Background: an optimization exercise with open tools, aiming at small area, a short achievable clock period and few clock cycles per item. Do not read the settings as production practice.
At most, simulation tests tie the RTL to the original design; equivalence was not proved.
Power and IR drop assume default switching activity.

==> inputs of job 4896 <==
// matrix_pipeline_mac_top
module matrix_pipeline_mac_top (
    input wire clk,
    input wire rst,
    input wire start,
    input wire [7:0] a11, a12, a13,
    input wire [7:0] a21, a22, a23,
    input wire [7:0] a31, a32, a33,
    input wire [7:0] b11, b12, b13,
    input wire [7:0] b21, b22, b23,
    input wire [7:0] b31, b32, b33,
    output wire [15:0] c11, c12, c13,
    output wire [15:0] c21, c22, c23,
    output wire [15:0] c31, c32, c33,
    output reg done
);
clock: 6.0 ns
lec_check: 0
cap_margin: 20
core_margin: 2
core_utilization: 65
slew_margin: 20
synth_hierarchical: 1
synth_minimum_keep_size: 0
standard.sh (not shown) runs the stock make flow with config.mk's settings and CLKGATE_MAP_FILE= SYNTH_SCRIPT=/design/flow/synth_recipe.tcl, a recipe that flattens the netlist after the stock synthesis.
==> flow/flow/run.sh <==
#!/bin/bash
# The standard layout, with sky130_fd_sc_hd__buf_4 as the port buffers
# (ORFS otherwise buffers the ports with the slow clkdlybuf4s50_1 delay cell).
set -o pipefail
bash standard.sh BUFFER_PORTS_ARGS="-buffer_cell sky130_fd_sc_hd__buf_4" finish 2>&1 | tee standard_make.log
==> job 5335 (differences from job 4896) <==
--- a/flow/design.v
+++ b/flow/design.v
@@ -5391,38 +5391,29 @@
             t33_r22 <= t33_c167;
             t33_r23 <= t33_s168;
             t33_r24 <= t33_x2;
             t33_r25 <= t33_c175;
         end
     end
-    wire [10:0] t11_hx = {{t11_r24, t11_r22, t11_r20, t11_r18, t11_r16, t11_r14, t11_r12, t11_r10, t11_r8, t11_r6}, 1'b1} + {{1'b1, t11_r23, t11_r21, t11_r19, t11_r17, t11_r15, t11_r13, t11_r11, t11_r9, t11_r7}, t11_r25};
-    wire [9:0] t11_hi = t11_hx[10:1];
+    wire [9:0] t11_hi = {t11_r24, t11_r22, t11_r20, t11_r18, t11_r16, t11_r14, t11_r12, t11_r10, t11_r8, t11_r6} + {1'b1, t11_r23, t11_r21, t11_r19, t11_r17, t11_r15, t11_r13, t11_r11, t11_r9, t11_r7} + {9'd0, t11_r25};
     wire [15:0] t11_sum = ~{t11_hi, {t11_r5, t11_r4, t11_r3, t11_r2, t11_r1, t11_r0}};
-    wire [10:0] t12_hx = {{t12_r24, t12_r22, t12_r20, t12_r18, t12_r16, t12_r14, t12_r12, t12_r10, t12_r8, t12_r6}, 1'b1} + {{1'b1, t12_r23, t12_r21, t12_r19, t12_r17, t12_r15, t12_r13, t12_r11, t12_r9, t12_r7}, t12_r25};
-    wire [9:0] t12_hi = t12_hx[10:1];
+    wire [9:0] t12_hi = {t12_r24, t12_r22, t12_r20, t12_r18, t12_r16, t12_r14, t12_r12, t12_r10, t12_r8, t12_r6} + {1'b1, t12_r23, t12_r21, t12_r19, t12_r17, t12_r15, t12_r13, t12_r11, t12_r9, t12_r7} + {9'd0, t12_r25};
     wire [15:0] t12_sum = ~{t12_hi, {t12_r5, t12_r4, t12_r3, t12_r2, t12_r1, t12_r0}};
-    wire [10:0] t13_hx = {{t13_r24, t13_r22, t13_r20, t13_r18, t13_r16, t13_r14, t13_r12, t13_r10, t13_r8, t13_r6}, 1'b1} + {{1'b1, t13_r23, t13_r21, t13_r19, t13_r17, t13_r15, t13_r13, t13_r11, t13_r9, t13_r7}, t13_r25};
-    wire [9:0] t13_hi = t13_hx[10:1];
+    wire [9:0] t13_hi = {t13_r24, t13_r22, t13_r20, t13_r18, t13_r16, t13_r14, t13_r12, t13_r10, t13_r8, t13_r6} + {1'b1, t13_r23, t13_r21, t13_r19, t13_r17, t13_r15, t13_r13, t13_r11, t13_r9, t13_r7} + {9'd0, t13_r25};
     wire [15:0] t13_sum = ~{t13_hi, {t13_r5, t13_r4, t13_r3, t13_r2, t13_r1, t13_r0}};
-    wire [10:0] t21_hx = {{t21_r24, t21_r22, t21_r20, t21_r18, t21_r16, t21_r14, t21_r12, t21_r10, t21_r8, t21_r6}, 1'b1} + {{1'b1, t21_r23, t21_r21, t21_r19, t21_r17, t21_r15, t21_r13, t21_r11, t21_r9, t21_r7}, t21_r25};
-    wire [9:0] t21_hi = t21_hx[10:1];
+    wire [9:0] t21_hi = {t21_r24, t21_r22, t21_r20, t21_r18, t21_r16, t21_r14, t21_r12, t21_r10, t21_r8, t21_r6} + {1'b1, t21_r23, t21_r21, t21_r19, t21_r17, t21_r15, t21_r13, t21_r11, t21_r9, t21_r7} + {9'd0, t21_r25};
     wire [15:0] t21_sum = ~{t21_hi, {t21_r5, t21_r4, t21_r3, t21_r2, t21_r1, t21_r0}};
-    wire [10:0] t22_hx = {{t22_r24, t22_r22, t22_r20, t22_r18, t22_r16, t22_r14, t22_r12, t22_r10, t22_r8, t22_r6}, 1'b1} + {{1'b1, t22_r23, t22_r21, t22_r19, t22_r17, t22_r15, t22_r13, t22_r11, t22_r9, t22_r7}, t22_r25};
-    wire [9:0] t22_hi = t22_hx[10:1];
+    wire [9:0] t22_hi = {t22_r24, t22_r22, t22_r20, t22_r18, t22_r16, t22_r14, t22_r12, t22_r10, t22_r8, t22_r6} + {1'b1, t22_r23, t22_r21, t22_r19, t22_r17, t22_r15, t22_r13, t22_r11, t22_r9, t22_r7} + {9'd0, t22_r25};
     wire [15:0] t22_sum = ~{t22_hi, {t22_r5, t22_r4, t22_r3, t22_r2, t22_r1, t22_r0}};
-    wire [10:0] t23_hx = {{t23_r24, t23_r22, t23_r20, t23_r18, t23_r16, t23_r14, t23_r12, t23_r10, t23_r8, t23_r6}, 1'b1} + {{1'b1, t23_r23, t23_r21, t23_r19, t23_r17, t23_r15, t23_r13, t23_r11, t23_r9, t23_r7}, t23_r25};
-    wire [9:0] t23_hi = t23_hx[10:1];
+    wire [9:0] t23_hi = {t23_r24, t23_r22, t23_r20, t23_r18, t23_r16, t23_r14, t23_r12, t23_r10, t23_r8, t23_r6} + {1'b1, t23_r23, t23_r21, t23_r19, t23_r17, t23_r15, t23_r13, t23_r11, t23_r9, t23_r7} + {9'd0, t23_r25};
     wire [15:0] t23_sum = ~{t23_hi, {t23_r5, t23_r4, t23_r3, t23_r2, t23_r1, t23_r0}};
-    wire [10:0] t31_hx = {{t31_r24, t31_r22, t31_r20, t31_r18, t31_r16, t31_r14, t31_r12, t31_r10, t31_r8, t31_r6}, 1'b1} + {{1'b1, t31_r23, t31_r21, t31_r19, t31_r17, t31_r15, t31_r13, t31_r11, t31_r9, t31_r7}, t31_r25};
-    wire [9:0] t31_hi = t31_hx[10:1];
+    wire [9:0] t31_hi = {t31_r24, t31_r22, t31_r20, t31_r18, t31_r16, t31_r14, t31_r12, t31_r10, t31_r8, t31_r6} + {1'b1, t31_r23, t31_r21, t31_r19, t31_r17, t31_r15, t31_r13, t31_r11, t31_r9, t31_r7} + {9'd0, t31_r25};
     wire [15:0] t31_sum = ~{t31_hi, {t31_r5, t31_r4, t31_r3, t31_r2, t31_r1, t31_r0}};
-    wire [10:0] t32_hx = {{t32_r24, t32_r22, t32_r20, t32_r18, t32_r16, t32_r14, t32_r12, t32_r10, t32_r8, t32_r6}, 1'b1} + {{1'b1, t32_r23, t32_r21, t32_r19, t32_r17, t32_r15, t32_r13, t32_r11, t32_r9, t32_r7}, t32_r25};
-    wire [9:0] t32_hi = t32_hx[10:1];
+    wire [9:0] t32_hi = {t32_r24, t32_r22, t32_r20, t32_r18, t32_r16, t32_r14, t32_r12, t32_r10, t32_r8, t32_r6} + {1'b1, t32_r23, t32_r21, t32_r19, t32_r17, t32_r15, t32_r13, t32_r11, t32_r9, t32_r7} + {9'd0, t32_r25};
     wire [15:0] t32_sum = ~{t32_hi, {t32_r5, t32_r4, t32_r3, t32_r2, t32_r1, t32_r0}};
-    wire [10:0] t33_hx = {{t33_r24, t33_r22, t33_r20, t33_r18, t33_r16, t33_r14, t33_r12, t33_r10, t33_r8, t33_r6}, 1'b1} + {{1'b1, t33_r23, t33_r21, t33_r19, t33_r17, t33_r15, t33_r13, t33_r11, t33_r9, t33_r7}, t33_r25};
-    wire [9:0] t33_hi = t33_hx[10:1];
+    wire [9:0] t33_hi = {t33_r24, t33_r22, t33_r20, t33_r18, t33_r16, t33_r14, t33_r12, t33_r10, t33_r8, t33_r6} + {1'b1, t33_r23, t33_r21, t33_r19, t33_r17, t33_r15, t33_r13, t33_r11, t33_r9, t33_r7} + {9'd0, t33_r25};
     wire [15:0] t33_sum = ~{t33_hi, {t33_r5, t33_r4, t33_r3, t33_r2, t33_r1, t33_r0}};
     assign c11 = t11_sum;
     assign c12 = t12_sum;
     assign c13 = t13_sum;
     assign c21 = t21_sum;
     assign c22 = t22_sum;
==> flow/run.sh (new file) <==
#!/bin/bash
# synth_recipe.tcl (not shown) runs the flow's synth.tcl, then flattens the netlist and writes it again
# the make line also repeats each setting of config.mk as NAME=value (left out here)
make -C /OpenROAD-flow-scripts/flow DESIGN_CONFIG=/design/flow/config.mk WORK_HOME=/design/flow/orfs CLKGATE_MAP_FILE= SYNTH_SCRIPT=/design/flow/synth_recipe.tcl finish
Settings changed: CORE_UTILIZATION 65 to 40.
removed: flow/flow/run.sh
removed: flow/standard.sh
==> qor summary <==
Status: job 4896 timing/DRC/antenna clean; job 5335 timing/DRC/antenna clean
Number of violations reported at the end of detailed-routing iteration 0: job 4896 3465; job 5335 3420
Final clock-cell share: job 4896 2.019%; job 5335 1.990%
Post-synthesis sequential area ratio: job 4896 13.88%; job 5335 13.86%
Post-synth top area share: job 4896 58.50%; job 5335 58.79%
Global-route track usage on met3: job 4896 9.727%; job 5335 7.498%
Via count of the first global-routing pass: job 4896 41.73k; job 5335 42.36k
Setup crit start kind: job 4896 primary input; job 5335 flip-flop
Total routing usage reported by global routing: job 4896 40.11%; job 5335 25.98%
HP Class: job 4896 in2async; job 5335 reg2reg
Post-route non-filler standard cell count: job 4896 5739; job 5335 6495
Max stage delay cell, worst path: job 4896 sky130_fd_sc_hd__fa_1; job 5335 sky130_fd_sc_hd__clkdlybuf4s50_1
Register fraction of the total cell area: job 4896 12.96%; job 5335 12.00%
Clock latency at the later pin of the worst-skew pair: job 4896 0.64 ns; job 5335 0.61 ns
PwrDens: job 4896 464.1 nW/um^2; job 5335 447.4 nW/um^2
Worst setup path class: job 4896 in2reg; job 5335 reg2out
Placement Setup Slack: job 4896 0.8031 ns; job 5335 0.3427 ns
Area growth from synthesis to layout: job 4896 7.081%; job 5335 15.56%
Leakage component of the power: job 4896 20.08 nW; job 5335 21.10 nW
Final min period: job 4896 4.595 ns; job 5335 5.077 ns
Total of clock buffers placed in the layout: job 4896 34; job 5335 41
Met3 Routed Length: job 4896 17370 um; job 5335 18770 um
Testbench counts of job 5335, summed over its fixed seeds: cycles 960, items 960.
The RTL of job 4896 was laid out without a check of its function.

[re-timing with driven ports]
The results above use ideal ports. As a check the final layouts listed here were re-extracted and re-timed, cells and wires unchanged. Step 1: set_driving_cell puts a clkbuf_16 on clk and a buf_2 on each other input, an assumption about the parent block. Step 2 times the ports against the registers' clock, not the clock port: input delays grow and output delays shrink by t, the midpoint of the rising clock arrivals with the driver on. a / b / c = no drivers / after step 1 / after step 2; a / b = the first two.
run	t, ns	setup slack, ns	latest minus earliest clock arrival (ns)
job 4896	0.715	1.405 / 1.399 / 0.684	0.020 / 0.020
job 5335	0.680	0.923 / 0.847 / 0.212	0.037 / 0.037
After both steps setup and hold are still met in every run listed. The setup slack of job 4896, which loses most, moves by -0.006 ns with the drivers and by -0.721 ns with both steps.
